Background: an optimization exercise with open tools, aiming at small area, a short achievable clock period and few clock cycles per item. Do not read the settings as production practice.
Function was checked by simulation only, so behaviour that the tests miss may differ from the original.

`flow/config.mk`:
```
export PLATFORM = sky130hd
export DESIGN_NAME = systolic_array_integration
export DESIGN_NICKNAME = systolic_array_integration
export VERILOG_FILES = /design/flow/design.v
export SDC_FILE = /design/flow/constraint.sdc
export NUM_CORES = 4
export LEC_CHECK = 0
export CAP_MARGIN = 70
export CORE_MARGIN = 2
export CORE_UTILIZATION = 40
export SLEW_MARGIN = 70
export SYNTH_HIERARCHICAL = 1
```
`flow/constraint.sdc`:
```
create_clock -name core_clock -period 12.0 [get_ports {clk}]
set_input_delay 2.4000 -clock core_clock [delete_from_list [all_inputs] [get_ports {clk}]]
set_output_delay 2.4000 -clock core_clock [all_outputs]
set_load 0.01 [all_outputs]
```
`flow/design.v`:
```
module PE (
    input  wire        clk,
    input  wire        reset,
    input  wire [31:0] a,       
    input  wire [31:0] w,       
    output reg  [31:0] result
);
  wire [15:0] one, two, neg;
  skid_buffer booth (.w(w), .one(one), .two(two), .neg(neg));
  reg  [31:0] acc0;
  reg  [30:0] acc1;
  reg  [30:0] acc2;
  reg  [9:0] acc_x;
  wire [30:0] ar0 = acc0[30:0];
  wire [30:0] ar1 = acc1;
  wire [30:0] ar2 = acc2;
  wire as31 = acc0[31];
  wire [31:0] pp0 = (({32{one[0]}} & a[31:0]) | ({32{two[0]}} & {a[30:0], 1'b0})) ^ {32{neg[0]}};
  wire [29:0] pp1 = (({30{one[1]}} & a[29:0]) | ({30{two[1]}} & {a[28:0], 1'b0})) ^ {30{neg[1]}};
  wire [27:0] pp2 = (({28{one[2]}} & a[27:0]) | ({28{two[2]}} & {a[26:0], 1'b0})) ^ {28{neg[2]}};
  wire [25:0] pp3 = (({26{one[3]}} & a[25:0]) | ({26{two[3]}} & {a[24:0], 1'b0})) ^ {26{neg[3]}};
  wire [23:0] pp4 = (({24{one[4]}} & a[23:0]) | ({24{two[4]}} & {a[22:0], 1'b0})) ^ {24{neg[4]}};
  wire [21:0] pp5 = (({22{one[5]}} & a[21:0]) | ({22{two[5]}} & {a[20:0], 1'b0})) ^ {22{neg[5]}};
  wire [19:0] pp6 = (({20{one[6]}} & a[19:0]) | ({20{two[6]}} & {a[18:0], 1'b0})) ^ {20{neg[6]}};
  wire [17:0] pp7 = (({18{one[7]}} & a[17:0]) | ({18{two[7]}} & {a[16:0], 1'b0})) ^ {18{neg[7]}};
  wire [15:0] pp8 = (({16{one[8]}} & a[15:0]) | ({16{two[8]}} & {a[14:0], 1'b0})) ^ {16{neg[8]}};
  wire [13:0] pp9 = (({14{one[9]}} & a[13:0]) | ({14{two[9]}} & {a[12:0], 1'b0})) ^ {14{neg[9]}};
  wire [11:0] pp10 = (({12{one[10]}} & a[11:0]) | ({12{two[10]}} & {a[10:0], 1'b0})) ^ {12{neg[10]}};
  wire [9:0] pp11 = (({10{one[11]}} & a[9:0]) | ({10{two[11]}} & {a[8:0], 1'b0})) ^ {10{neg[11]}};
  wire [7:0] pp12 = (({8{one[12]}} & a[7:0]) | ({8{two[12]}} & {a[6:0], 1'b0})) ^ {8{neg[12]}};
  wire [5:0] pp13 = (({6{one[13]}} & a[5:0]) | ({6{two[13]}} & {a[4:0], 1'b0})) ^ {6{neg[13]}};
  wire [3:0] pp14 = (({4{one[14]}} & a[3:0]) | ({4{two[14]}} & {a[2:0], 1'b0})) ^ {4{neg[14]}};
  wire t30 = one[15] & a[0];
  wire t31 = (one[15] & (a[1] ^ (neg[15] & a[0]))) | (two[15] & a[0]);
  wire s1, k2;
  assign {k2, s1} = pp0[18] + pp1[16];
  wire s3, k4;
  assign {k4, s3} = pp0[19] + pp1[17];
  wire s5, k6;
  assign s5 = pp0[20] ^ pp1[18] ^ pp2[16];
  assign k6 = (pp0[20] ^ pp1[18]) ? pp2[16] : pp0[20];
  wire s7, k8;
  assign {k8, s7} = pp3[14] + pp4[12];
  wire s9, k10;
  assign s9 = pp0[21] ^ pp1[19] ^ pp2[17];
  assign k10 = (pp0[21] ^ pp1[19]) ? pp2[17] : pp0[21];
  wire s11, k12;
  assign {k12, s11} = pp3[15] + pp4[13];
  wire s13, k14;
  assign s13 = pp0[22] ^ pp1[20] ^ pp2[18];
  assign k14 = (pp0[22] ^ pp1[20]) ? pp2[18] : pp0[22];
  wire s15, k16;
  assign s15 = pp3[16] ^ pp4[14] ^ pp5[12];
  assign k16 = (pp3[16] ^ pp4[14]) ? pp5[12] : pp3[16];
  wire s17, k18;
  assign {k18, s17} = pp6[10] + pp7[8];
  wire s19, k20;
  assign s19 = pp0[23] ^ pp1[21] ^ pp2[19];
  assign k20 = (pp0[23] ^ pp1[21]) ? pp2[19] : pp0[23];
  wire s21, k22;
  assign s21 = pp3[17] ^ pp4[15] ^ pp5[13];
  assign k22 = (pp3[17] ^ pp4[15]) ? pp5[13] : pp3[17];
  wire s23, k24;
  assign {k24, s23} = pp6[11] + pp7[9];
  wire s25, k26;
  assign s25 = pp0[24] ^ pp1[22] ^ pp2[20];
  assign k26 = (pp0[24] ^ pp1[22]) ? pp2[20] : pp0[24];
  wire s27, k28;
  assign s27 = pp3[18] ^ pp4[16] ^ pp5[14];
  assign k28 = (pp3[18] ^ pp4[16]) ? pp5[14] : pp3[18];
  wire s29, k30;
  assign s29 = pp6[12] ^ pp7[10] ^ pp8[8];
  assign k30 = (pp6[12] ^ pp7[10]) ? pp8[8] : pp6[12];
  wire s31, k32;
  assign {k32, s31} = pp9[6] + pp10[4];
  wire s33, k34;
  assign s33 = pp0[25] ^ pp1[23] ^ pp2[21];
  assign k34 = (pp0[25] ^ pp1[23]) ? pp2[21] : pp0[25];
  wire s35, k36;
  assign s35 = pp3[19] ^ pp4[17] ^ pp5[15];
  assign k36 = (pp3[19] ^ pp4[17]) ? pp5[15] : pp3[19];
  wire s37, k38;
  assign s37 = pp6[13] ^ pp7[11] ^ pp8[9];
  assign k38 = (pp6[13] ^ pp7[11]) ? pp8[9] : pp6[13];
  wire s39, k40;
  assign {k40, s39} = pp9[7] + pp10[5];
  wire s41, k42;
  assign s41 = pp0[26] ^ pp1[24] ^ pp2[22];
  assign k42 = (pp0[26] ^ pp1[24]) ? pp2[22] : pp0[26];
  wire s43, k44;
  assign s43 = pp3[20] ^ pp4[18] ^ pp5[16];
  assign k44 = (pp3[20] ^ pp4[18]) ? pp5[16] : pp3[20];
  wire s45, k46;
  assign s45 = pp6[14] ^ pp7[12] ^ pp8[10];
  assign k46 = (pp6[14] ^ pp7[12]) ? pp8[10] : pp6[14];
  wire s47, k48;
  assign s47 = pp9[8] ^ pp10[6] ^ pp11[4];
  assign k48 = (pp9[8] ^ pp10[6]) ? pp11[4] : pp9[8];
  wire s49, k50;
  assign {k50, s49} = pp12[2] + pp13[0];
  wire s51, k52;
  assign s51 = pp0[27] ^ pp1[25] ^ pp2[23];
  assign k52 = (pp0[27] ^ pp1[25]) ? pp2[23] : pp0[27];
  wire s53, k54;
  assign s53 = pp3[21] ^ pp4[19] ^ pp5[17];
  assign k54 = (pp3[21] ^ pp4[19]) ? pp5[17] : pp3[21];
  wire s55, k56;
  assign s55 = pp6[15] ^ pp7[13] ^ pp8[11];
  assign k56 = (pp6[15] ^ pp7[13]) ? pp8[11] : pp6[15];
  wire s57, k58;
  assign s57 = pp9[9] ^ pp10[7] ^ pp11[5];
  assign k58 = (pp9[9] ^ pp10[7]) ? pp11[5] : pp9[9];
  wire s59, k60;
  assign {k60, s59} = pp12[3] + pp13[1];
  wire s61, k62;
  assign s61 = pp0[28] ^ pp1[26] ^ pp2[24];
  assign k62 = (pp0[28] ^ pp1[26]) ? pp2[24] : pp0[28];
  wire s63, k64;
  assign s63 = pp3[22] ^ pp4[20] ^ pp5[18];
  assign k64 = (pp3[22] ^ pp4[20]) ? pp5[18] : pp3[22];
  wire s65, k66;
  assign s65 = pp6[16] ^ pp7[14] ^ pp8[12];
  assign k66 = (pp6[16] ^ pp7[14]) ? pp8[12] : pp6[16];
  wire s67, k68;
  assign s67 = pp9[10] ^ pp10[8] ^ pp11[6];
  assign k68 = (pp9[10] ^ pp10[8]) ? pp11[6] : pp9[10];
  wire s69, k70;
  assign s69 = pp12[4] ^ pp13[2] ^ pp14[0];
  assign k70 = (pp12[4] ^ pp13[2]) ? pp14[0] : pp12[4];
  wire s71, k72;
  assign {k72, s71} = neg[14] + ar0[28];
  wire s73, k74;
  assign s73 = pp0[29] ^ pp1[27] ^ pp2[25];
  assign k74 = (pp0[29] ^ pp1[27]) ? pp2[25] : pp0[29];
  wire s75, k76;
  assign s75 = pp3[23] ^ pp4[21] ^ pp5[19];
  assign k76 = (pp3[23] ^ pp4[21]) ? pp5[19] : pp3[23];
  wire s77, k78;
  assign s77 = pp6[17] ^ pp7[15] ^ pp8[13];
  assign k78 = (pp6[17] ^ pp7[15]) ? pp8[13] : pp6[17];
  wire s79, k80;
  assign s79 = pp9[11] ^ pp10[9] ^ pp11[7];
  assign k80 = (pp9[11] ^ pp10[9]) ? pp11[7] : pp9[11];
  wire s81, k82;
  assign s81 = pp12[5] ^ pp13[3] ^ pp14[1];
  assign k82 = (pp12[5] ^ pp13[3]) ? pp14[1] : pp12[5];
  wire s83, k84;
  assign {k84, s83} = ar0[29] + ar1[29];
  wire s85, k86;
  assign s85 = pp0[30] ^ pp1[28] ^ pp2[26];
  assign k86 = (pp0[30] ^ pp1[28]) ? pp2[26] : pp0[30];
  wire s87, k88;
  assign s87 = pp3[24] ^ pp4[22] ^ pp5[20];
  assign k88 = (pp3[24] ^ pp4[22]) ? pp5[20] : pp3[24];
  wire s89, k90;
  assign s89 = pp6[18] ^ pp7[16] ^ pp8[14];
  assign k90 = (pp6[18] ^ pp7[16]) ? pp8[14] : pp6[18];
  wire s91, k92;
  assign s91 = pp9[12] ^ pp10[10] ^ pp11[8];
  assign k92 = (pp9[12] ^ pp10[10]) ? pp11[8] : pp9[12];
  wire s93, k94;
  assign s93 = pp12[6] ^ pp13[4] ^ pp14[2];
  assign k94 = (pp12[6] ^ pp13[4]) ? pp14[2] : pp12[6];
  wire s95, k96;
  assign s95 = t30 ^ ar0[30] ^ ar1[30];
  assign k96 = (t30 ^ ar0[30]) ? ar1[30] : t30;
  wire s97, k98;
  assign {k98, s97} = pp0[10] + pp1[8];
  wire s99, k100;
  assign {k100, s99} = pp0[11] + pp1[9];
  wire s101, k102;
  assign {k102, s101} = pp0[12] + pp1[10] + pp2[8];
  wire s103, k104;
  assign {k104, s103} = pp3[6] + pp4[4];
  wire s105, k106;
  assign {k106, s105} = pp0[13] + pp1[11] + pp2[9];
  wire s107, k108;
  assign {k108, s107} = pp3[7] + pp4[5];
  wire s109, k110;
  assign {k110, s109} = pp0[14] + pp1[12] + pp2[10];
  wire s111, k112;
  assign {k112, s111} = pp3[8] + pp4[6] + pp5[4];
  wire s113, k114;
  assign {k114, s113} = pp6[2] + pp7[0];
  wire s115, k116;
  assign {k116, s115} = pp0[15] + pp1[13] + pp2[11];
  wire s117, k118;
  assign {k118, s117} = pp3[9] + pp4[7] + pp5[5];
  wire s119, k120;
  assign {k120, s119} = pp6[3] + pp7[1];
  wire s121, k122;
  assign {k122, s121} = pp0[16] + pp1[14] + pp2[12];
  wire s123, k124;
  assign {k124, s123} = pp3[10] + pp4[8] + pp5[6];
  wire s125, k126;
  assign {k126, s125} = pp6[4] + pp7[2] + pp8[0];
  wire s127, k128;
  assign {k128, s127} = neg[8] + ar0[16];
  wire s129, k130;
  assign {k130, s129} = pp0[17] + pp1[15] + pp2[13];
  wire s131, k132;
  assign {k132, s131} = pp3[11] + pp4[9] + pp5[7];
  wire s133, k134;
  assign {k134, s133} = pp6[5] + pp7[3] + pp8[1];
  wire s135, k136;
  assign {k136, s135} = ar0[17] + ar1[17];
  wire s137, k138;
  assign {k138, s137} = s1 + pp2[14] + pp3[12];
  wire s139, k140;
  assign {k140, s139} = pp4[10] + pp5[8] + pp6[6];
  wire s141, k142;
  assign {k142, s141} = pp7[4] + pp8[2] + pp9[0];
  wire s143, k144;
  assign {k144, s143} = neg[9] + ar0[18] + ar1[18];
  wire s145, k146;
  assign {k146, s145} = s3 + pp2[15] + pp3[13];
  wire s147, k148;
  assign {k148, s147} = pp4[11] + pp5[9] + pp6[7];
  wire s149, k150;
  assign {k150, s149} = pp7[5] + pp8[3] + pp9[1];
  wire s151, k152;
  assign {k152, s151} = ar0[19] + ar1[19] + ar2[19];
  wire s153, k154;
  assign {k154, s153} = s5 + s7 + pp5[10];
  wire s155, k156;
  assign {k156, s155} = pp6[8] + pp7[6] + pp8[4];
  wire s157, k158;
  assign {k158, s157} = pp9[2] + pp10[0] + neg[10];
  wire s159, k160;
  assign {k160, s159} = ar0[20] + ar1[20] + ar2[20];
  wire s161, k162;
  assign {k162, s161} = s9 + s11 + pp5[11];
  wire s163, k164;
  assign {k164, s163} = pp6[9] + pp7[7] + pp8[5];
  wire s165, k166;
  assign {k166, s165} = pp9[3] + pp10[1] + ar0[21];
  wire s167, k168;
  assign {k168, s167} = ar1[21] + ar2[21] + k6;
  wire s169, k170;
  assign {k170, s169} = s13 + s15 + s17;
  wire s171, k172;
  assign {k172, s171} = pp8[6] + pp9[4] + pp10[2];
  wire s173, k174;
  assign {k174, s173} = pp11[0] + neg[11] + ar0[22];
  wire s175, k176;
  assign {k176, s175} = ar1[22] + ar2[22] + k10;
  wire s177, k178;
  assign {k178, s177} = s19 + s21 + s23;
  wire s179, k180;
  assign {k180, s179} = pp8[7] + pp9[5] + pp10[3];
  wire s181, k182;
  assign {k182, s181} = pp11[1] + ar0[23] + ar1[23];
  wire s183, k184;
  assign {k184, s183} = ar2[23] + k14 + k16;
  wire s185, k186;
  assign {k186, s185} = s25 + s27 + s29;
  wire s187, k188;
  assign {k188, s187} = s31 + pp11[2] + pp12[0];
  wire s189, k190;
  assign {k190, s189} = neg[12] + ar0[24] + ar1[24];
  wire s191, k192;
  assign {k192, s191} = ar2[24] + k20 + k22;
  wire s193, k194;
  assign {k194, s193} = s33 + s35 + s37;
  wire s195, k196;
  assign {k196, s195} = s39 + pp11[3] + pp12[1];
  wire s197, k198;
  assign {k198, s197} = ar0[25] + ar1[25] + ar2[25];
  wire s199, k200;
  assign {k200, s199} = k26 + k28 + k30;
  wire s201, k202;
  assign {k202, s201} = s41 + s43 + s45;
  wire s203, k204;
  assign {k204, s203} = s47 + s49 + neg[13];
  wire s205, k206;
  assign {k206, s205} = ar0[26] + ar1[26] + ar2[26];
  wire s207, k208;
  assign {k208, s207} = k34 + k36 + k38;
  wire s209, k210;
  assign {k210, s209} = s51 + s53 + s55;
  wire s211, k212;
  assign {k212, s211} = s57 + s59 + ar0[27];
  wire s213, k214;
  assign {k214, s213} = ar1[27] + ar2[27] + k42;
  wire s215, k216;
  assign {k216, s215} = k44 + k46 + k48;
  wire s217, k218;
  assign {k218, s217} = s61 + s63 + s65;
  wire s219, k220;
  assign {k220, s219} = s67 + s69 + s71;
  wire s221, k222;
  assign {k222, s221} = ar1[28] + ar2[28] + k52;
  wire s223, k224;
  assign {k224, s223} = k54 + k56 + k58;
  wire s225, k226;
  assign {k226, s225} = s73 + s75 + s77;
  wire s227, k228;
  assign {k228, s227} = s79 + s81 + s83;
  wire s229, k230;
  assign {k230, s229} = ar2[29] + k62 + k64;
  wire s231, k232;
  assign {k232, s231} = k66 + k68 + k70;
  wire s233, k234;
  assign {k234, s233} = s85 + s87 + s89;
  wire s235, k236;
  assign {k236, s235} = s91 + s93 + s95;
  wire s237, k238;
  assign {k238, s237} = ar2[30] + k74 + k76;
  wire s239, k240;
  assign {k240, s239} = k78 + k80 + k82;
  wire s241, k242;
  assign {k242, s241} = pp0[4] + pp1[2];
  wire s243, k244;
  assign {k244, s243} = pp0[5] + pp1[3];
  wire s245, k246;
  assign {k246, s245} = pp0[6] + pp1[4] + pp2[2];
  wire s247, k248;
  assign {k248, s247} = pp3[0] + neg[3];
  wire s249, k250;
  assign {k250, s249} = pp0[7] + pp1[5] + pp2[3];
  wire s251, k252;
  assign {k252, s251} = pp3[1] + ar0[7];
  wire s253, k254;
  assign {k254, s253} = pp0[8] + pp1[6] + pp2[4];
  wire s255, k256;
  assign {k256, s255} = pp3[2] + pp4[0] + neg[4];
  wire s257, k258;
  assign {k258, s257} = ar0[8] + ar1[8];
  wire s259, k260;
  assign {k260, s259} = pp0[9] + pp1[7] + pp2[5];
  wire s261, k262;
  assign {k262, s261} = pp3[3] + pp4[1] + ar0[9];
  wire s263, k264;
  assign {k264, s263} = ar1[9] + ar2[9];
  wire s265, k266;
  assign {k266, s265} = s97 + pp2[6] + pp3[4];
  wire s267, k268;
  assign {k268, s267} = pp4[2] + pp5[0] + neg[5];
  wire s269, k270;
  assign {k270, s269} = ar0[10] + ar1[10] + ar2[10];
  wire s271, k272;
  assign {k272, s271} = s99 + pp2[7] + pp3[5];
  wire s273, k274;
  assign {k274, s273} = pp4[3] + pp5[1] + ar0[11];
  wire s275, k276;
  assign {k276, s275} = ar1[11] + ar2[11] + k98;
  wire s277, k278;
  assign {k278, s277} = s101 + s103 + pp5[2];
  wire s279, k280;
  assign {k280, s279} = pp6[0] + neg[6] + ar0[12];
  wire s281, k282;
  assign {k282, s281} = ar1[12] + ar2[12] + k100;
  wire s283, k284;
  assign {k284, s283} = s105 + s107 + pp5[3];
  wire s285, k286;
  assign {k286, s285} = pp6[1] + ar0[13] + ar1[13];
  wire s287, k288;
  assign {k288, s287} = ar2[13] + k102 + k104;
  wire s289, k290;
  assign {k290, s289} = s109 + s111 + s113;
  wire s291, k292;
  assign {k292, s291} = neg[7] + ar0[14] + ar1[14];
  wire s293, k294;
  assign {k294, s293} = ar2[14] + k106 + k108;
  wire s295, k296;
  assign {k296, s295} = s115 + s117 + s119;
  wire s297, k298;
  assign {k298, s297} = ar0[15] + ar1[15] + ar2[15];
  wire s299, k300;
  assign {k300, s299} = k110 + k112 + k114;
  wire s301, k302;
  assign {k302, s301} = s121 + s123 + s125;
  wire s303, k304;
  assign {k304, s303} = s127 + ar1[16] + ar2[16];
  wire s305, k306;
  assign {k306, s305} = k116 + k118 + k120;
  wire s307, k308;
  assign {k308, s307} = s129 + s131 + s133;
  wire s309, k310;
  assign {k310, s309} = s135 + ar2[17] + k122;
  wire s311, k312;
  assign {k312, s311} = k124 + k126 + k128;
  wire s313, k314;
  assign {k314, s313} = s137 + s139 + s141;
  wire s315, k316;
  assign {k316, s315} = s143 + ar2[18] + k130;
  wire s317, k318;
  assign {k318, s317} = k132 + k134 + k136;
  wire s319, k320;
  assign {k320, s319} = s145 + s147 + s149;
  wire s321, k322;
  assign {k322, s321} = s151 + k2 + k138;
  wire s323, k324;
  assign {k324, s323} = k140 + k142 + k144;
  wire s325, k326;
  assign {k326, s325} = s153 + s155 + s157;
  wire s327, k328;
  assign {k328, s327} = s159 + k4 + k146;
  wire s329, k330;
  assign {k330, s329} = k148 + k150 + k152;
  wire s331, k332;
  assign {k332, s331} = s161 + s163 + s165;
  wire s333, k334;
  assign {k334, s333} = s167 + k8 + k154;
  wire s335, k336;
  assign {k336, s335} = k156 + k158 + k160;
  wire s337, k338;
  assign {k338, s337} = s169 + s171 + s173;
  wire s339, k340;
  assign {k340, s339} = s175 + k12 + k162;
  wire s341, k342;
  assign {k342, s341} = k164 + k166 + k168;
  wire s343, k344;
  assign {k344, s343} = s177 + s179 + s181;
  wire s345, k346;
  assign {k346, s345} = s183 + k18 + k170;
  wire s347, k348;
  assign {k348, s347} = k172 + k174 + k176;
  wire s349, k350;
  assign {k350, s349} = s185 + s187 + s189;
  wire s351, k352;
  assign {k352, s351} = s191 + k24 + k178;
  wire s353, k354;
  assign {k354, s353} = k180 + k182 + k184;
  wire s355, k356;
  assign {k356, s355} = s193 + s195 + s197;
  wire s357, k358;
  assign {k358, s357} = s199 + k32 + k186;
  wire s359, k360;
  assign {k360, s359} = k188 + k190 + k192;
  wire s361, k362;
  assign {k362, s361} = s201 + s203 + s205;
  wire s363, k364;
  assign {k364, s363} = s207 + k40 + k194;
  wire s365, k366;
  assign {k366, s365} = k196 + k198 + k200;
  wire s367, k368;
  assign {k368, s367} = s209 + s211 + s213;
  wire s369, k370;
  assign {k370, s369} = s215 + k50 + k202;
  wire s371, k372;
  assign {k372, s371} = k204 + k206 + k208;
  wire s373, k374;
  assign {k374, s373} = s217 + s219 + s221;
  wire s375, k376;
  assign {k376, s375} = s223 + k60 + k210;
  wire s377, k378;
  assign {k378, s377} = k212 + k214 + k216;
  wire s379, k380;
  assign {k380, s379} = s225 + s227 + s229;
  wire s381, k382;
  assign {k382, s381} = s231 + k72 + k218;
  wire s383, k384;
  assign {k384, s383} = k220 + k222 + k224;
  wire s385, k386;
  assign {k386, s385} = s233 + s235 + s237;
  wire s387, k388;
  assign {k388, s387} = s239 + k84 + k226;
  wire s389, k390;
  assign {k390, s389} = k228 + k230 + k232;
  wire s391, k392;
  assign {k392, s391} = pp0[0] + neg[0];
  wire s393, k394;
  assign {k394, s393} = pp0[1] + ar0[1];
  wire s395, k396;
  assign {k396, s395} = pp0[2] + pp1[0] + neg[1];
  wire s397, k398;
  assign {k398, s397} = ar0[2] + ar1[2];
  wire s399, k400;
  assign {k400, s399} = pp0[3] + pp1[1] + ar0[3];
  wire s401, k402;
  assign {k402, s401} = ar1[3] + ar2[3];
  wire s403, k404;
  assign {k404, s403} = s241 + pp2[0] + neg[2];
  wire s405, k406;
  assign {k406, s405} = ar0[4] + ar1[4] + ar2[4];
  wire s407, k408;
  assign {k408, s407} = s243 + pp2[1] + ar0[5];
  wire s409, k410;
  assign {k410, s409} = ar1[5] + ar2[5] + k242;
  wire s411, k412;
  assign {k412, s411} = s245 + s247 + ar0[6];
  wire s413, k414;
  assign {k414, s413} = ar1[6] + ar2[6] + k244;
  wire s415, k416;
  assign {k416, s415} = s249 + s251 + ar1[7];
  wire s417, k418;
  assign {k418, s417} = ar2[7] + k246 + k248;
  wire s419, k420;
  assign {k420, s419} = s253 + s255 + s257;
  wire s421, k422;
  assign {k422, s421} = ar2[8] + k250 + k252;
  wire s423, k424;
  assign {k424, s423} = s259 + s261 + s263;
  wire s425, k426;
  assign {k426, s425} = k254 + k256 + k258;
  wire s427, k428;
  assign {k428, s427} = s265 + s267 + s269;
  wire s429, k430;
  assign {k430, s429} = k260 + k262 + k264;
  wire s431, k432;
  assign {k432, s431} = s271 + s273 + s275;
  wire s433, k434;
  assign {k434, s433} = k266 + k268 + k270;
  wire s435, k436;
  assign {k436, s435} = s277 + s279 + s281;
  wire s437, k438;
  assign {k438, s437} = k272 + k274 + k276;
  wire s439, k440;
  assign {k440, s439} = s283 + s285 + s287;
  wire s441, k442;
  assign {k442, s441} = k278 + k280 + k282;
  wire s443, k444;
  assign {k444, s443} = s289 + s291 + s293;
  wire s445, k446;
  assign {k446, s445} = k284 + k286 + k288;
  wire s447, k448;
  assign {k448, s447} = s295 + s297 + s299;
  wire s449, k450;
  assign {k450, s449} = k290 + k292 + k294;
  wire s451, k452;
  assign {k452, s451} = s301 + s303 + s305;
  wire s453, k454;
  assign {k454, s453} = k296 + k298 + k300;
  wire s455, k456;
  assign {k456, s455} = s307 + s309 + s311;
  wire s457, k458;
  assign {k458, s457} = k302 + k304 + k306;
  wire s459, k460;
  assign {k460, s459} = s313 + s315 + s317;
  wire s461, k462;
  assign {k462, s461} = k308 + k310 + k312;
  wire s463, k464;
  assign {k464, s463} = s319 + s321 + s323;
  wire s465, k466;
  assign {k466, s465} = k314 + k316 + k318;
  wire s467, k468;
  assign {k468, s467} = s325 + s327 + s329;
  wire s469, k470;
  assign {k470, s469} = k320 + k322 + k324;
  wire s471, k472;
  assign {k472, s471} = s331 + s333 + s335;
  wire s473, k474;
  assign {k474, s473} = k326 + k328 + k330;
  wire s475, k476;
  assign {k476, s475} = s337 + s339 + s341;
  wire s477, k478;
  assign {k478, s477} = k332 + k334 + k336;
  wire s479, k480;
  assign {k480, s479} = s343 + s345 + s347;
  wire s481, k482;
  assign {k482, s481} = k338 + k340 + k342;
  wire s483, k484;
  assign {k484, s483} = s349 + s351 + s353;
  wire s485, k486;
  assign {k486, s485} = k344 + k346 + k348;
  wire s487, k488;
  assign {k488, s487} = s355 + s357 + s359;
  wire s489, k490;
  assign {k490, s489} = k350 + k352 + k354;
  wire s491, k492;
  assign {k492, s491} = s361 + s363 + s365;
  wire s493, k494;
  assign {k494, s493} = k356 + k358 + k360;
  wire s495, k496;
  assign {k496, s495} = s367 + s369 + s371;
  wire s497, k498;
  assign {k498, s497} = k362 + k364 + k366;
  wire s499, k500;
  assign {k500, s499} = s373 + s375 + s377;
  wire s501, k502;
  assign {k502, s501} = k368 + k370 + k372;
  wire s503, k504;
  assign {k504, s503} = s379 + s381 + s383;
  wire s505, k506;
  assign {k506, s505} = k374 + k376 + k378;
  wire s507, k508;
  assign {k508, s507} = s385 + s387 + s389;
  wire s509, k510;
  assign {k510, s509} = k380 + k382 + k384;
  wire s511, k512;
  assign {k512, s511} = s391 + ar0[0];
  wire s513, k514;
  assign s513 = s393 ^ ar1[1] ^ ar2[1];
  assign k514 = (s393 ^ ar1[1]) ? ar2[1] : s393;
  wire s515, k516;
  assign s515 = s395 ^ s397 ^ ar2[2];
  assign k516 = (s395 ^ s397) ? ar2[2] : s395;
  wire s517, k518;
  assign s517 = s399 ^ s401 ^ k396;
  assign k518 = (s399 ^ s401) ? k396 : s399;
  wire s519, k520;
  assign s519 = s403 ^ s405 ^ k400;
  assign k520 = (s403 ^ s405) ? k400 : s403;
  wire s521, k522;
  assign s521 = s407 ^ s409 ^ k404;
  assign k522 = (s407 ^ s409) ? k404 : s407;
  wire s523, k524;
  assign s523 = s411 ^ s413 ^ k408;
  assign k524 = (s411 ^ s413) ? k408 : s411;
  wire s525, k526;
  assign s525 = s415 ^ s417 ^ k412;
  assign k526 = (s415 ^ s417) ? k412 : s415;
  wire s527, k528;
  assign s527 = s419 ^ s421 ^ k416;
  assign k528 = (s419 ^ s421) ? k416 : s419;
  wire s529, k530;
  assign s529 = s423 ^ s425 ^ k420;
  assign k530 = (s423 ^ s425) ? k420 : s423;
  wire s531, k532;
  assign s531 = s427 ^ s429 ^ k424;
  assign k532 = (s427 ^ s429) ? k424 : s427;
  wire s533, k534;
  assign s533 = s431 ^ s433 ^ k428;
  assign k534 = (s431 ^ s433) ? k428 : s431;
  wire s535, k536;
  assign s535 = s435 ^ s437 ^ k432;
  assign k536 = (s435 ^ s437) ? k432 : s435;
  wire s537, k538;
  assign s537 = s439 ^ s441 ^ k436;
  assign k538 = (s439 ^ s441) ? k436 : s439;
  wire s539, k540;
  assign s539 = s443 ^ s445 ^ k440;
  assign k540 = (s443 ^ s445) ? k440 : s443;
  wire s541, k542;
  assign s541 = s447 ^ s449 ^ k444;
  assign k542 = (s447 ^ s449) ? k444 : s447;
  wire s543, k544;
  assign s543 = s451 ^ s453 ^ k448;
  assign k544 = (s451 ^ s453) ? k448 : s451;
  wire s545, k546;
  assign s545 = s455 ^ s457 ^ k452;
  assign k546 = (s455 ^ s457) ? k452 : s455;
  wire s547, k548;
  assign s547 = s459 ^ s461 ^ k456;
  assign k548 = (s459 ^ s461) ? k456 : s459;
  wire s549, k550;
  assign s549 = s463 ^ s465 ^ k460;
  assign k550 = (s463 ^ s465) ? k460 : s463;
  wire s551, k552;
  assign s551 = s467 ^ s469 ^ k464;
  assign k552 = (s467 ^ s469) ? k464 : s467;
  wire s553, k554;
  assign s553 = s471 ^ s473 ^ k468;
  assign k554 = (s471 ^ s473) ? k468 : s471;
  wire s555, k556;
  assign s555 = s475 ^ s477 ^ k472;
  assign k556 = (s475 ^ s477) ? k472 : s475;
  wire s557, k558;
  assign s557 = s479 ^ s481 ^ k476;
  assign k558 = (s479 ^ s481) ? k476 : s479;
  wire s559, k560;
  assign s559 = s483 ^ s485 ^ k480;
  assign k560 = (s483 ^ s485) ? k480 : s483;
  wire s561, k562;
  assign s561 = s487 ^ s489 ^ k484;
  assign k562 = (s487 ^ s489) ? k484 : s487;
  wire s563, k564;
  assign s563 = s491 ^ s493 ^ k488;
  assign k564 = (s491 ^ s493) ? k488 : s491;
  wire s565, k566;
  assign s565 = s495 ^ s497 ^ k492;
  assign k566 = (s495 ^ s497) ? k492 : s495;
  wire s567, k568;
  assign s567 = s499 ^ s501 ^ k496;
  assign k568 = (s499 ^ s501) ? k496 : s499;
  wire s569, k570;
  assign s569 = s503 ^ s505 ^ k500;
  assign k570 = (s503 ^ s505) ? k500 : s503;
  wire s571, k572;
  assign s571 = s507 ^ s509 ^ k504;
  assign k572 = (s507 ^ s509) ? k504 : s507;
  wire top = pp0[31] ^ pp1[29] ^ pp2[27] ^ pp3[25] ^ pp4[23] ^ pp5[21] ^ pp6[19] ^ pp7[17] ^ pp8[15] ^ pp9[13] ^ pp10[11] ^ pp11[9] ^ pp12[7] ^ pp13[5] ^ pp14[3] ^ t31 ^ as31 ^ k86 ^ k88 ^ k90 ^ k92 ^ k94 ^ k96 ^ acc_x[0] ^ acc_x[1] ^ acc_x[2] ^ acc_x[3] ^ acc_x[4] ^ acc_x[5] ^ acc_x[6] ^ acc_x[7] ^ acc_x[8] ^ acc_x[9];
  wire [31:0] nxt0 = {top, s571, s569, s567, s565, s563, s561, s559, s557, s555, s553, s551, s549, s547, s545, s543, s541, s539, s537, s535, s533, s531, s529, s527, s525, s523, s521, s519, s517, s515, s513, s511};
  wire [30:0] nxt1 = {k506, k502, k498, k494, k490, k486, k482, k478, k474, k470, k466, k462, k458, k454, k450, k446, k442, k438, k434, k430, k426, k422, k418, k414, k410, k406, k402, k398, k394, k392, ar1[0]};
  wire [30:0] nxt2 = {k570, k568, k566, k564, k562, k560, k558, k556, k554, k552, k550, k548, k546, k544, k542, k540, k538, k536, k534, k532, k530, k528, k526, k524, k522, k520, k518, k516, k514, k512, ar2[0]};
  wire [9:0] nxt_x = {k572, k510, k508, k390, k388, k386, k240, k238, k236, k234};
  always @(posedge clk or posedge reset) begin
    if (reset) begin
      acc0  <= 32'd0;
      acc1  <= 31'd0;
      acc2  <= 31'd0;
      acc_x <= 10'd0;
    end else begin
      acc0  <= nxt0;
      acc1  <= nxt1;
      acc2  <= nxt2;
      acc_x <= nxt_x;
    end
  end
  wire [31:0] u0 = acc0;
  wire [31:0] u1 = {^acc_x, acc1};
  wire [31:0] u2 = {1'b0, acc2};
  wire [31:0] ra = u0 ^ u1 ^ u2;
  wire [31:0] rb = {((u0[30:0] & u1[30:0]) | (u0[30:0] & u2[30:0]) | (u1[30:0] & u2[30:0])), 1'b0};
  wire [31:0] rg = ra & rb;
  wire [31:0] rp = ra ^ rb;
  wire cg1 = rg[1] | (rp[1] & rg[0]);
  wire cg2 = rg[3] | (rp[3] & rg[2]);
  wire cp2 = rp[3] & rp[2];
  wire cg3 = rg[5] | (rp[5] & rg[4]);
  wire cp3 = rp[5] & rp[4];
  wire cg4 = rg[7] | (rp[7] & rg[6]);
  wire cp4 = rp[7] & rp[6];
  wire cg5 = rg[9] | (rp[9] & rg[8]);
  wire cp5 = rp[9] & rp[8];
  wire cg6 = rg[11] | (rp[11] & rg[10]);
  wire cp6 = rp[11] & rp[10];
  wire cg7 = rg[13] | (rp[13] & rg[12]);
  wire cp7 = rp[13] & rp[12];
  wire cg8 = rg[15] | (rp[15] & rg[14]);
  wire cp8 = rp[15] & rp[14];
  wire cg9 = rg[17] | (rp[17] & rg[16]);
  wire cp9 = rp[17] & rp[16];
  wire cg10 = rg[19] | (rp[19] & rg[18]);
  wire cp10 = rp[19] & rp[18];
  wire cg11 = rg[21] | (rp[21] & rg[20]);
  wire cp11 = rp[21] & rp[20];
  wire cg12 = rg[23] | (rp[23] & rg[22]);
  wire cp12 = rp[23] & rp[22];
  wire cg13 = rg[25] | (rp[25] & rg[24]);
  wire cp13 = rp[25] & rp[24];
  wire cg14 = rg[27] | (rp[27] & rg[26]);
  wire cp14 = rp[27] & rp[26];
  wire cg15 = rg[29] | (rp[29] & rg[28]);
  wire cp15 = rp[29] & rp[28];
  wire cg16 = rg[31] | (rp[31] & rg[30]);
  wire cg17 = rg[2] | (rp[2] & cg1);
  wire cp17 = rp[2] & rp[1];
  wire cg18 = cg2 | (cp2 & cg1);
  wire cp18 = cp2 & rp[1];
  wire cg19 = rg[6] | (rp[6] & cg3);
  wire cp19 = rp[6] & cp3;
  wire cg20 = cg4 | (cp4 & cg3);
  wire cp20 = cp4 & cp3;
  wire cg21 = rg[10] | (rp[10] & cg5);
  wire cp21 = rp[10] & cp5;
  wire cg22 = cg6 | (cp6 & cg5);
  wire cp22 = cp6 & cp5;
  wire cg23 = rg[14] | (rp[14] & cg7);
  wire cp23 = rp[14] & cp7;
  wire cg24 = cg8 | (cp8 & cg7);
  wire cp24 = cp8 & cp7;
  wire cg25 = rg[18] | (rp[18] & cg9);
  wire cp25 = rp[18] & cp9;
  wire cg26 = cg10 | (cp10 & cg9);
  wire cp26 = cp10 & cp9;
  wire cg27 = rg[22] | (rp[22] & cg11);
  wire cp27 = rp[22] & cp11;
  wire cg28 = cg12 | (cp12 & cg11);
  wire cp28 = cp12 & cp11;
  wire cg29 = rg[26] | (rp[26] & cg13);
  wire cp29 = rp[26] & cp13;
  wire cg30 = cg14 | (cp14 & cg13);
  wire cp30 = cp14 & cp13;
  wire cg31 = rg[30] | (rp[30] & cg15);
  wire cp31 = rp[30] & cp15;
  wire cg32 = cg16 | (rp[31] & cg15);
  wire cg33 = rg[4] | (rp[4] & cg18);
  wire cp33 = rp[4] & cp18;
  wire cg34 = cg3 | (cp3 & cg18);
  wire cp34 = cp3 & cp18;
  wire cg35 = cg19 | (cp19 & cg18);
  wire cp35 = cp19 & cp18;
  wire cg36 = cg20 | (cp20 & cg18);
  wire cp36 = cp20 & cp18;
  wire cg37 = rg[12] | (rp[12] & cg22);
  wire cp37 = rp[12] & cp22;
  wire cg38 = cg7 | (cp7 & cg22);
  wire cp38 = cp7 & cp22;
  wire cg39 = cg23 | (cp23 & cg22);
  wire cp39 = cp23 & cp22;
  wire cg40 = cg24 | (cp24 & cg22);
  wire cp40 = cp24 & cp22;
  wire cg41 = rg[20] | (rp[20] & cg26);
  wire cp41 = rp[20] & cp26;
  wire cg42 = cg11 | (cp11 & cg26);
  wire cp42 = cp11 & cp26;
  wire cg43 = cg27 | (cp27 & cg26);
  wire cp43 = cp27 & cp26;
  wire cg44 = cg28 | (cp28 & cg26);
  wire cp44 = cp28 & cp26;
  wire cg45 = rg[28] | (rp[28] & cg30);
  wire cp45 = rp[28] & cp30;
  wire cg46 = cg15 | (cp15 & cg30);
  wire cp46 = cp15 & cp30;
  wire cg47 = cg31 | (cp31 & cg30);
  wire cp47 = cp31 & cp30;
  wire cg48 = cg32 | (rp[31] & cg30);
  wire cg49 = rg[8] | (rp[8] & cg36);
  wire cp49 = rp[8] & cp36;
  wire cg50 = cg5 | (cp5 & cg36);
  wire cp50 = cp5 & cp36;
  wire cg51 = cg21 | (cp21 & cg36);
  wire cp51 = cp21 & cp36;
  wire cg52 = cg22 | (cp22 & cg36);
  wire cp52 = cp22 & cp36;
  wire cg53 = cg37 | (cp37 & cg36);
  wire cp53 = cp37 & cp36;
  wire cg54 = cg38 | (cp38 & cg36);
  wire cp54 = cp38 & cp36;
  wire cg55 = cg39 | (cp39 & cg36);
  wire cp55 = cp39 & cp36;
  wire cg56 = cg40 | (cp40 & cg36);
  wire cp56 = cp40 & cp36;
  wire cg57 = rg[24] | (rp[24] & cg44);
  wire cp57 = rp[24] & cp44;
  wire cg58 = cg13 | (cp13 & cg44);
  wire cp58 = cp13 & cp44;
  wire cg59 = cg29 | (cp29 & cg44);
  wire cp59 = cp29 & cp44;
  wire cg60 = cg30 | (cp30 & cg44);
  wire cp60 = cp30 & cp44;
  wire cg61 = cg45 | (cp45 & cg44);
  wire cp61 = cp45 & cp44;
  wire cg62 = cg46 | (cp46 & cg44);
  wire cp62 = cp46 & cp44;
  wire cg63 = cg47 | (cp47 & cg44);
  wire cp63 = cp47 & cp44;
  wire cg64 = cg48 | (rp[31] & cg44);
  wire cg65 = rg[16] | (rp[16] & cg56);
  wire cp65 = rp[16] & cp56;
  wire cg66 = cg9 | (cp9 & cg56);
  wire cp66 = cp9 & cp56;
  wire cg67 = cg25 | (cp25 & cg56);
  wire cp67 = cp25 & cp56;
  wire cg68 = cg26 | (cp26 & cg56);
  wire cp68 = cp26 & cp56;
  wire cg69 = cg41 | (cp41 & cg56);
  wire cp69 = cp41 & cp56;
  wire cg70 = cg42 | (cp42 & cg56);
  wire cp70 = cp42 & cp56;
  wire cg71 = cg43 | (cp43 & cg56);
  wire cp71 = cp43 & cp56;
  wire cg72 = cg44 | (cp44 & cg56);
  wire cp72 = cp44 & cp56;
  wire cg73 = cg57 | (cp57 & cg56);
  wire cp73 = cp57 & cp56;
  wire cg74 = cg58 | (cp58 & cg56);
  wire cp74 = cp58 & cp56;
  wire cg75 = cg59 | (cp59 & cg56);
  wire cp75 = cp59 & cp56;
  wire cg76 = cg60 | (cp60 & cg56);
  wire cp76 = cp60 & cp56;
  wire cg77 = cg61 | (cp61 & cg56);
  wire cp77 = cp61 & cp56;
  wire cg78 = cg62 | (cp62 & cg56);
  wire cp78 = cp62 & cp56;
  wire cg79 = cg63 | (cp63 & cg56);
  wire cp79 = cp63 & cp56;
  wire cg80 = cg64 | (rp[31] & cg56);
  wire [31:0] sum = rp ^ {cg79, cg78, cg77, cg76, cg75, cg74, cg73, cg72, cg71, cg70, cg69, cg68, cg67, cg66, cg65, cg56, cg55, cg54, cg53, cg52, cg51, cg50, cg49, cg36, cg35, cg34, cg33, cg18, cg17, cg1, rg[0], 1'b0};
  always @(posedge clk) result <= sum;
endmodule
module skid_buffer (
    input  wire [31:0] w,
    output wire [15:0] one,
    output wire [15:0] two,
    output wire [15:0] neg
);
    wire [32:0] wx = {w, 1'b0};
    genvar i;
    generate
        for (i = 0; i < 16; i = i + 1) begin : dig
            assign one[i] = wx[2*i+1] ^ wx[2*i];
            assign two[i] = (wx[2*i+2] & ~wx[2*i+1] & ~wx[2*i]) | (~wx[2*i+2] & wx[2*i+1] & wx[2*i]);
            assign neg[i] = wx[2*i+2] & ~(wx[2*i+1] & wx[2*i]);
        end
    endgenerate
endmodule
module sync_fifo (
    input  wire        clk,
    input  wire        reset,
    input  wire        s_valid,
    output wire        s_ready,
    input  wire [31:0] s_data,
    input  wire        pop,
    output wire        hv_next,
    output wire [31:0] head_next,
    output wire [31:0] head
);
    reg [1:0]  taken;    
    reg [1:0]  n;        
    reg [31:0] q0, q1, q2;
    assign s_ready = (taken != 2'd3);
    wire       push   = s_valid & s_ready;
    wire [1:0] m      = n - {1'b0, pop};    
    wire [1:0] n_next = m + {1'b0, push};
    assign hv_next   = push | n[1] | (n[0] & ~pop);    
    assign head_next = (push && m == 2'd0) ? s_data : (pop ? q1 : q0);
    assign head      = q0;
    always @(posedge clk or posedge reset) begin
        if (reset) begin
            taken <= 2'd0;
            n     <= 2'd0;
        end else begin
            if (push) taken <= taken + 2'd1;
            n <= n_next;
        end
    end
    always @(posedge clk) begin
        q0 <= head_next;
        if (push && m == 2'd1)  q1 <= s_data;
        else if (pop)           q1 <= q2;
        if (push && m == 2'd2)  q2 <= s_data;
    end
endmodule
module systolic_array_integration #(
    parameter DATA_WIDTH = 32,
    parameter M = 3
) (
    input  wire clk,
    input  wire reset,
    input  wire start,
    input  wire [M-1:0]              s_valid_w,
    output wire [M-1:0]              s_ready_w,
    input  wire [M*DATA_WIDTH-1:0]   s_data_w,
    input  wire [M-1:0]              s_valid_a,
    output wire [M-1:0]              s_ready_a,
    input  wire [M*DATA_WIDTH-1:0]   s_data_a,
    output wire [M*M*DATA_WIDTH-1:0] result_out,
    output reg done
);
    wire [M-1:0] hvn_w, hvn_a;
    wire [31:0]  hn_w [0:M-1];
    wire [31:0]  hn_w_unused [0:M-1];
    wire [31:0]  hn_a_unused [0:M-1];
    wire [31:0]  ha [0:M-1];
    wire [31:0]  wg [0:M-1];    
    reg  [1:0] step;       
    reg        fire;       
    reg        started;
    wire       fire_next = (&hvn_w) & (&hvn_a);
    genvar i, j;
    generate
        for (i = 0; i < M; i = i + 1) begin : lane
            sync_fifo wq (
                .clk(clk), .reset(reset),
                .s_valid(s_valid_w[i]), .s_ready(s_ready_w[i]),
                .s_data(s_data_w[i*32 +: 32]),
                .pop(fire), .hv_next(hvn_w[i]), .head_next(hn_w[i]),
                .head(hn_w_unused[i]));
            sync_fifo aq (
                .clk(clk), .reset(reset),
                .s_valid(s_valid_a[i]), .s_ready(s_ready_a[i]),
                .s_data(s_data_a[i*32 +: 32]),
                .pop(fire), .hv_next(hvn_a[i]), .head_next(hn_a_unused[i]),
                .head(ha[i]));
            reg [31:0] wstep;
            always @(posedge clk) wstep <= fire_next ? hn_w[i] : 32'd0;
            assign wg[i] = wstep;
        end
        for (i = 0; i < M; i = i + 1) begin : row
            for (j = 0; j < M; j = j + 1) begin : col
                PE pe_unit (
                    .clk(clk), .reset(reset),
                    .a(ha[i]),
                    .w(wg[j]),
                    .result(result_out[(i*M+j)*32 +: 32]));
            end
        end
    endgenerate
    always @(posedge clk or posedge reset) begin
        if (reset) begin
            step    <= 2'd0;
            fire    <= 1'b0;
            started <= 1'b0;
            done    <= 1'b0;
        end else begin
            fire <= fire_next;
            if (fire) step <= step + 2'd1;
            if (start) started <= 1'b1;
            if ((start | started) && step == 2'd3)
                done <= 1'b1;
        end
    end
endmodule
```
`flow/run.sh`:
```
#!/bin/bash
# synth_recipe.tcl (not shown) runs the flow's synth.tcl, then flattens the netlist and writes it again
# the make line also repeats each setting of config.mk as NAME=value (left out here)
make -C /OpenROAD-flow-scripts/flow DESIGN_CONFIG=/design/flow/config.mk WORK_HOME=/design/flow/orfs CLKGATE_MAP_FILE= SYNTH_SCRIPT=/design/flow/synth_recipe.tcl finish
```
==> run_results.csv, run 1 <==
group,metric,value,unit
clock_network,postCtsSetupBuffers,0,
routing,viasPerCell,5.57,
synth,syn_area,181000,um^2
routing,ant_nets,0,
routing,drc,0,
critical_path,start_kind,"flip-flop",
synth,ys_ff_latch,1907,
die,fp.dieW,677,um
critical_path,arrival,5.90,ns
placement,place_ws,6.91,ns
clock_network,cts_buffers,236,
placement,dp_hpwl,433000,um
flow_run,maxCapViolCount,0,
global_routing,met1_usage,0.341,
timing,grt_setup_unrepaired,"false",
die,rows,247,
clock_network,clock_sinks,1907,
timing,tightest_slew,0.497,ns
placement,dp_cells,23042,
critical_path,crit_type,"reg -> reg",
timing,setup_ws,6.96,ns
routing,wl_per_cell,25.6,um
layout,areaGrowthSynthToFinish,14.3,%
clock_network,root_buffer,"clkbuf_16",
routing,vias,131017,
global_routing,grt_pass1_wl,905000,um
synth,synth_edf_count,384,
synth,avgSynthCellArea,10.5,um^2
die,die_area,459000,um^2
layout,nets,20081,
synth,synthDistinctLibCells,58,
routing,routed_wl,602000,um
layout,drive_gt1_frac,0.105,
clock_network,cts_resized,0,
global_routing,met2_usage,0.408,
die,initial_core_util,0.401,
critical_path,crit_slowest_cell,"fa_1",
critical_path,cp_max_fo,38,
clock_network,tritoncts,"done",
clock_network,ctsHoldBuffers,0,
synth,yosysWarnings,9,
timing,finalSetupViolations,0,
die,core_area,452000,um^2
clock_network,clockBufferDepth,4,
timing,post-route-period-util,0.420,
global_routing,grt_pass1_vias,137603,
global_routing,grt-busiest-layer,"met2",
global_routing,grt_max_degree,65,
routing,drt_iter0_markers,12495,
timing,clock_skew,0.0662,ns
worst_hold_path,worst_hold_path_type,"reg -> reg",
global_routing,grt_util_all_layers,0.260,
die,die_h,677,um
synth,synth_fp_nets,20041,
synth,postSynthCellCount,17283,
timing,setup_tns,0,ns
outcome,outcome,"no timing/DRC/antenna violations",
critical_path,r2r_setup_slack,6.96,ns
timing,finalCriticalPeriod,5.04,ns
global_routing,antenna_found_initial,27,
critical_path,worstPathRequired,12.86,ns
routing,dr.pass1.iters,7,
placement,finalWeightedCongestion,0.903,
clock_network,h-tree-depth,4,
global_routing,use_met3,0.0558,
critical_path,cp_cell_sequence,"buf_12 > buf_16 > buf_16 > nand2_1 > o22ai_4 > buf_4 > a22oi_1 > xnor2_1 > xnor2_1 > xnor2_1 > fa_1 > fa_1 > inv_1 > fa_1 > maj3_1",
layout,final_cell_count_no_fill,23532,
timing,fmax,198,MHz
timing,slew_viol_final,0,
synth,synth_seq_area_share,0.258,
critical_path,endpoint_kind,"flip-flop",
layout,design_area,207000,um^2
critical_path,max_stage_delay,0.54,ns
placement,port_buffers,495,
synth,ys.flop_type,"dfrtp_1",
synth,async_flop_share,0.497,
die,io_pins,496,
timing,maxSlewHeadroom,0.667,
timing,finalHoldViolCount,0,
placement,post_dp_cell_area,198000,um^2
global_routing,grt_remaining_overflow,0,
clock_network,clkTransAtPathRegs,0.06,ns
clock_network,clkLatencyLatePin,1.00,ns
==> modules after synthesis (local to each module, per instance) <==
module / cells / cell area (um^2) / flops+latches / times used
systolic_array_integration: 228 / 2900 / 101 / 1
PE: 1643 / 16600 / 134 / 9
skid_buffer: 78 / 586 / 0 / 9
sync_fifo: 261 / 3980 / 100 / 6
==> kinds of logic after synthesis <==
group | after synthesis | share of synthesized area
mux | 454 | 0.0303
xor+xnor | 4129 | 0.199
compound gates | 3262 | 0.129
fa+ha+maj | 2953 | 0.276
flops | 1907 | 0.258
buf+inv | 3119 | 0.0669
simple gates | 1459 | 0.0410
==> cells in the final DEF (no fill, tap or decap), types with 64 or more instances in the layout <==
master and count:
a21o_1 82, a21oi_1 161, a22oi_1 2295, and3_1 92
buf_16 68, buf_4 280, buf_6 94, buf_8 87
clkbuf_16 240, clkdlybuf4s50_1 484, dfrtp_1 945, dfxtp_1 428
dfxtp_4 93, edfxtp_1 384, fa_1 1878, ha_1 616
inv_1 1806, maj3_1 396, mux2_4 174, mux2i_1 219
nand2_1 571, nand2b_1 162, nand3b_1 117, nor2_1 233
nor2b_2 65, o21ai_0 380, o21ai_1 64, xnor2_1 2472
xor2_1 1591
==> synthesized netlist by cell type (all sizes together) (162+ instances only) <==
| cell | instances | area (um^2) |
|---|---|---|
| nand2 | 582 | 2200 |
| mux2 | 235 | 3300 |
| dfxtp | 576 | 11500 |
| edfxtp | 384 | 11500 |
| o21ai | 507 | 2540 |
| nor2b | 177 | 1110 |
| fa | 1881 | 37700 |
| mux2i | 219 | 2190 |
| maj3 | 396 | 3960 |
| a21oi | 171 | 890 |
| dfrtp | 947 | 23700 |
| clkbuf | 898 | 3390 |
| nor2 | 234 | 878 |
| buf | 405 | 1930 |
| xor2 | 1618 | 14200 |
| a22oi | 2295 | 17200 |
| nand2b | 162 | 1010 |
| xnor2 | 2511 | 22000 |
| inv | 1816 | 6820 |
| ha | 676 | 8460 |
==> critical path: cells and delay by family, from the launching register on <==
kind	cells	cell delay [ns]
compound gates	2	0.49
flops	1	0.51
simple gates	1	0.15
buf+inv	5	1.11
fa+ha+maj	4	1.93
xor+xnor	3	0.58
==> metrics by stage <==
step,util,hold WS (ns)
2_1_floorplan,-,0.353
3_3_place_gp,0.426,0.370
3_5_place_dp,0.439,0.370
4_1_cts,0.457,0.369
5_1_grt,0.459,0.373
6_report,0.459,0.367
==> worst paths after layout <==
path	startpoint	end	cells after the start
min in group asynchronous	reset	lane[2].aq.n[0]	2
max	lane[0].wstep[1]	row[2].col[0].pe_unit.acc2[23]	15
min reg2reg	row[2].col[2].pe_unit.acc0[0]	row[2].col[2].pe_unit.result[0]	0
min	row[2].col[2].pe_unit.acc0[0]	row[2].col[2].pe_unit.result[0]	0
max reg2reg	lane[0].wstep[1]	row[2].col[0].pe_unit.acc2[23]	15
max in group asynchronous	reset	row[2].col[0].pe_unit.acc2[8]	6
==> per-layer routing <==
metal  vias up  wire (um)
met1     66558     246000
met5         -         13
met3      1235      51200
met2      5823     272000
li1      57399          -
met4         2      32200
==> sequential cells by signal, indices dropped and copies added (netlist names), 90 cells and up <==
register,flops
row.col.pe_unit.acc_x,90
row.col.pe_unit.result,288
row.col.pe_unit.acc1,270
row.col.pe_unit.acc2,270
lane.wq.q1,96
lane.aq.q1,96
lane.wstep,96
lane.wq.q2,96
lane.aq.q2,96
lane.aq.q0,96
row.col.pe_unit.acc0,288
lane.wq.q0,96
==> final cells by class <==
cell class | instances | area, um^2
Antenna cell | 26 | 65.1
Clock buffer | 307 | 6530
Clock inverter | 138 | 1790
Fill cell | 41750 | 245000
Inverter | 1816 | 6890
Multi-Input combinational cell | 12257 | 125000
Sequential cell | 1907 | 47200
Tap cell | 5976 | 7480
Timing Repair Buffer | 1105 | 12700
Testbench counts, summed over its fixed seeds: cycles 3,360, items 480.
==> run 2: changes to the inputs <==
--- a/flow/design.v
+++ b/flow/design.v
@@ -3,9 +3,9 @@
     input  wire        reset,
     input  wire [31:0] a,       
-    input  wire [31:0] w,       
+    input  wire [15:0] one,     
+    input  wire [15:0] two,     
+    input  wire [15:0] neg,     
     output reg  [31:0] result
 );
-  wire [15:0] one, two, neg;
-  skid_buffer booth (.w(w), .one(one), .two(two), .neg(neg));
   reg  [31:0] acc0;
   reg  [30:0] acc1;
@@ -854,18 +854,20 @@
 endmodule
 module skid_buffer (
+    input  wire        clk,
+    input  wire        en,
     input  wire [31:0] w,
-    output wire [15:0] one,
-    output wire [15:0] two,
-    output wire [15:0] neg
+    output reg  [15:0] one,
+    output reg  [15:0] two,
+    output reg  [15:0] neg
 );
     wire [32:0] wx = {w, 1'b0};
-    genvar i;
-    generate
-        for (i = 0; i < 16; i = i + 1) begin : dig
-            assign one[i] = wx[2*i+1] ^ wx[2*i];
-            assign two[i] = (wx[2*i+2] & ~wx[2*i+1] & ~wx[2*i]) | (~wx[2*i+2] & wx[2*i+1] & wx[2*i]);
-            assign neg[i] = wx[2*i+2] & ~(wx[2*i+1] & wx[2*i]);
+    integer i;
+    always @(posedge clk) begin
+        for (i = 0; i < 16; i = i + 1) begin
+            one[i] <= en & (wx[2*i+1] ^ wx[2*i]);
+            two[i] <= en & ((wx[2*i+2] & ~wx[2*i+1] & ~wx[2*i]) | (~wx[2*i+2] & wx[2*i+1] & wx[2*i]));
+            neg[i] <= wx[2*i+2] & ~(wx[2*i+1] & wx[2*i]);
         end
-    endgenerate
+    end
 endmodule
 module sync_fifo (
@@ -877,4 +879,5 @@
     input  wire        pop,
     output wire        hv_next,
+    output wire        hold,
     output wire [31:0] head_next,
     output wire [31:0] head
@@ -887,5 +890,6 @@
     wire [1:0] m      = n - {1'b0, pop};    
     wire [1:0] n_next = m + {1'b0, push};
-    assign hv_next   = push | n[1] | (n[0] & ~pop);    
+    assign hold      = n[1] | (n[0] & ~pop);    
+    assign hv_next   = push | hold;              
     assign head_next = (push && m == 2'd0) ? s_data : (pop ? q1 : q0);
     assign head      = q0;
@@ -927,5 +931,7 @@
     wire [31:0]  hn_a_unused [0:M-1];
     wire [31:0]  ha [0:M-1];
-    wire [31:0]  wg [0:M-1];    
+    wire [15:0]  one [0:M-1];    
+    wire [15:0]  two [0:M-1];    
+    wire [15:0]  neg [0:M-1];
     reg  [1:0] step;       
     reg        fire;       
@@ -947,7 +953,7 @@
                 .pop(fire), .hv_next(hvn_a[i]), .head_next(hn_a_unused[i]),
                 .head(ha[i]));
-            reg [31:0] wstep;
-            always @(posedge clk) wstep <= fire_next ? hn_w[i] : 32'd0;
-            assign wg[i] = wstep;
+            skid_buffer enc (
+                .clk(clk), .en(fire_next), .w(hn_w[i]),
+                .one(one[i]), .two(two[i]), .neg(neg[i]));
         end
         for (i = 0; i < M; i = i + 1) begin : row
@@ -956,5 +962,5 @@
                     .clk(clk), .reset(reset),
                     .a(ha[i]),
-                    .w(wg[j]),
+                    .one(one[j]), .two(two[j]), .neg(neg[j]),
                     .result(result_out[(i*M+j)*32 +: 32]));
             end
==> run 2 against run 1 <==
Net effect:
- count of clock-buffer cells in the layout is 31 higher
- flip-flop and latch count is 48 higher
- maximum frequency is 3.2% higher
- sequential share of layout area is 0.28 points higher
- worst hold slack better by 0.011 ns
- largest cell class unchanged
- still clean on timing, DRC and antenna
==> run_results.csv, run 2 <==
group,metric,value,unit
critical_path,worstPathRequired,9.60,ns
synth,async_flop_share,0.484,
synth,synth_fp_nets,19791,
placement,dp_cells,22945,
clock_network,tritoncts,"done",
die,initial_core_util,0.401,
timing,maxSlewHeadroom,0.653,
synth,synth_area_leaders,"fa_1 21%, dfrtp_1 13%, xnor2_1 12%",
global_routing,grt_remaining_overflow,0,
critical_path,endpoint_kind,"primary output",
routing,wl_per_cell,28.0,um
timing,finalCriticalPeriod,4.89,ns
critical_path,arrival,2.49,ns
placement,finalWeightedCongestion,0.905,
global_routing,antenna_found_initial,45,
layout,mostFrequentLayoutCells,"2429 x xnor2_1, 2250 x a22oi_1, 1881 x fa_1",
synth,synth_fa_ha_area_frac,0.271,
global_routing,grt_pass1_vias,141050,
global_routing,grt_util_all_layers,0.281,
synth,avgSynthCellArea,10.6,um^2
synth,postSynthCellCount,17123,
outcome,outcome,"no timing/DRC/antenna violations",
clock_network,clockBufferDepth,4,
critical_path,cp_cell_sequence,"ha_1 > inv_1 > clkdlybuf4s50_1",
global_routing,grt_pass1_wl,966000,um
die,io_pins,496,
die,die_area,458000,um^2
synth,ys.flop_type,"dfrtp_1",
routing,routed_wl,656000,um
synth,syn_area,181000,um^2
layout,nets,19908,
synth,synth_xor_xnor_area_share,0.199,
clock_network,cts_buffers,240,
clock_network,postCtsSetupBuffers,0,
synth,yosysMostFrequentCell,"xnor2_1",
die,die_h,677,um
die,rows,247,
timing,grt_setup_unrepaired,"false",
flow_run,maxCapViolCount,0,
synth,synth_top_family_by_area,"adder cells",
critical_path,start_kind,"flip-flop",
die,fp.dieW,677,um
timing,post-route-period-util,0.407,
synth,synth_edf_count,384,
worst_hold_path,worst_hold_path_type,"reg -> reg",
synth,synth_mux_area_frac,0.0303,
placement,dp_hpwl,462000,um
placement,port_buffers,495,
timing,setup_tns,0,ns
synth,yosysWarnings,10,
critical_path,crit_type,"reg -> out",
critical_path,crit_slowest_cell,"clkdlybuf4s50_1",
layout,drive_gt1_frac,0.103,
synth,synth.top_cell.area_share,0.208,
critical_path,max_stage_delay,0.58,ns
clock_network,ctsHoldBuffers,0,
clock_network,root_buffer,"clkbuf_16",
timing,tightest_slew,0.521,ns
clock_network,h-tree-depth,4,
timing,finalSetupViolations,0,
synth,yosys.area_share.simple,0.0352,
critical_path,cp_max_fo,4,
die,core_area,452000,um^2
layout,areaGrowthSynthToFinish,15.8,%
layout,layout_commonest_cell,"xnor2_1",
timing,fmax,205,MHz
layout,filler_cell_count,41400,
clock_network,clkTransAtPathRegs,0.06,ns
synth,synthDistinctLibCells,62,
routing,vias,135845,
routing,viasPerCell,5.80,
routing,dr.pass1.iters,7,
routing,ant_nets,0,
synth,ys_ff_latch,1955,
synth,ys_top_cells_by_count,"2484 x xnor2_1, 2250 x a22oi_1, 1881 x fa_1",
timing,finalHoldViolCount,0,
clock_network,cts_resized,0,
layout,final_cell_count_no_fill,23434,
synth,synth_seq_area_share,0.263,
timing,clock_skew,0.0734,ns
clock_network,clkLatencyLatePin,1.03,ns
routing,drc,0,
layout,reg_top3,"row.col.pe_unit.acc0: 288 flops, row.col.pe_unit.result: 288 flops",
timing,slew_viol_final,0,
global_routing,grt_max_degree,65,
routing,drt_iter0_markers,15156,
synth,synth_compound_gate_area_share,0.129,
synth,post-synth-top-area-cell,"fa_1",
clock_network,clock_sinks,1955,
[run 2: metal layers]
metal | GRT usage | vias to the layer above | share of wire
met4 | 0.138 | 28 | 0.059
met2 | 0.421 | 8154 | 0.43
met3 | 0.0708 | 2163 | 0.11
met1 | 0.377 | 68461 | 0.40
met5 | 0 | - | 0.00026
li1 | - | 57039 | -
[run 2: cell type report]
cell class	count	area, um^2	share of cell area
Timing Repair Buffer	1153	17000	0.0813
Inverter	1861	7050	0.0336
Antenna cell	15	37.5	0.000179
Clock inverter	107	1270	0.00606
Multi-Input combinational cell	12029	122000	0.580
Clock buffer	338	6850	0.0327
Tap cell	5976	7480	0.0356
Sequential cell	1955	48300	0.230
[run 2: path summary, 6_finish.rpt]
check,from,cells after the start,end,slack [ns]
setup / recovery,lane[1].aq.taken[0],3,s_ready_a[1],7.11
hold / removal,row[1].col[1].pe_unit.acc0[0],0,row[1].col[1].pe_unit.result[0],0.38
setup reg to reg,lane[0].enc.neg[4],13,row[2].col[0].pe_unit.acc2[25],7.38
hold reg to reg,row[1].col[1].pe_unit.acc0[0],0,row[1].col[1].pe_unit.result[0],0.38
max in group asynchronous,reset,8,row[0].col[1].pe_unit.acc0[8],8.85
min in group asynchronous,reset,3,lane[0].wq.n[1],1.49
[run 2: logic make-up after synthesis]
group,Yosys count
DFF,1955
adders and majority gates,2881
buffers and inverters,3139
muxes,454
xor gates and xnor gates,4111
and+or+nand+nor,1312
AOI/OAI and AO/OA,3271
[run 2: modules after synthesis (local to each module, per instance)]
module / flip-flops and latches / cell area (um^2) / cells inside
systolic_array_integration: 5 / 191 / 14
PE: 134 / 16900 / 1678
skid_buffer: 48 / 1760 / 145
sync_fifo: 100 / 3990 / 262
[run 2: per-stage QoR]
stage / hold slack, ns / cell area (um^2) / setup slack (ns) / utilization
6_report: 0.378 / 210000 / 7.11 / 0.464
3_5_place_dp: 0.366 / 201000 / 6.91 / 0.444
4_1_cts: 0.381 / 209000 / 7.07 / 0.462
2_1_floorplan: 0.353 / 181000 / 6.92 / -
5_1_grt: 0.396 / 210000 / 7.07 / 0.464
3_3_place_gp: 0.363 / 190000 / 6.55 / 0.422
[run 2: critical path: cells and delay by family (launching register included)]
kind / cells / cell delay [ns]
flops: 1 / 0.40
fa+ha+maj: 1 / 0.28
buf+inv: 2 / 0.79
Testbench counts of run 2, summed over its fixed seeds: cycles 3,360, items 480.

re-timing with driven ports:
Ports are ideal in the flow. The routed layouts listed here were re-timed in OpenROAD. Step 1, drivers: a clkbuf_16 drives clk and a buf_2 each remaining input, both assumed. Step 2 moves the port delays by t, midway between the first and last clock arrival at a register: inputs arrive t later, outputs are due t later. That takes back most of the time a late clock gives input paths. Slacks: no drivers / after step 1 / after step 2; pairs: no drivers / after step 1.
run | t (ns) | setup slack, ns | hold WS [ns] | worst data-port slew with drivers (ns)
run 1 | 1.097 | 6.960 / 6.907 / 6.960 | 0.367 / 0.367 / 0.367 | 0.34
run 2 | 1.103 | 7.115 / 6.990 / 6.824 | 0.378 / 0.378 / 0.378 | 0.13
After both steps every run listed still meets setup and hold. The setup slack of run 2, which loses most, moves by -0.125 ns with the drivers and by -0.291 ns with both steps.
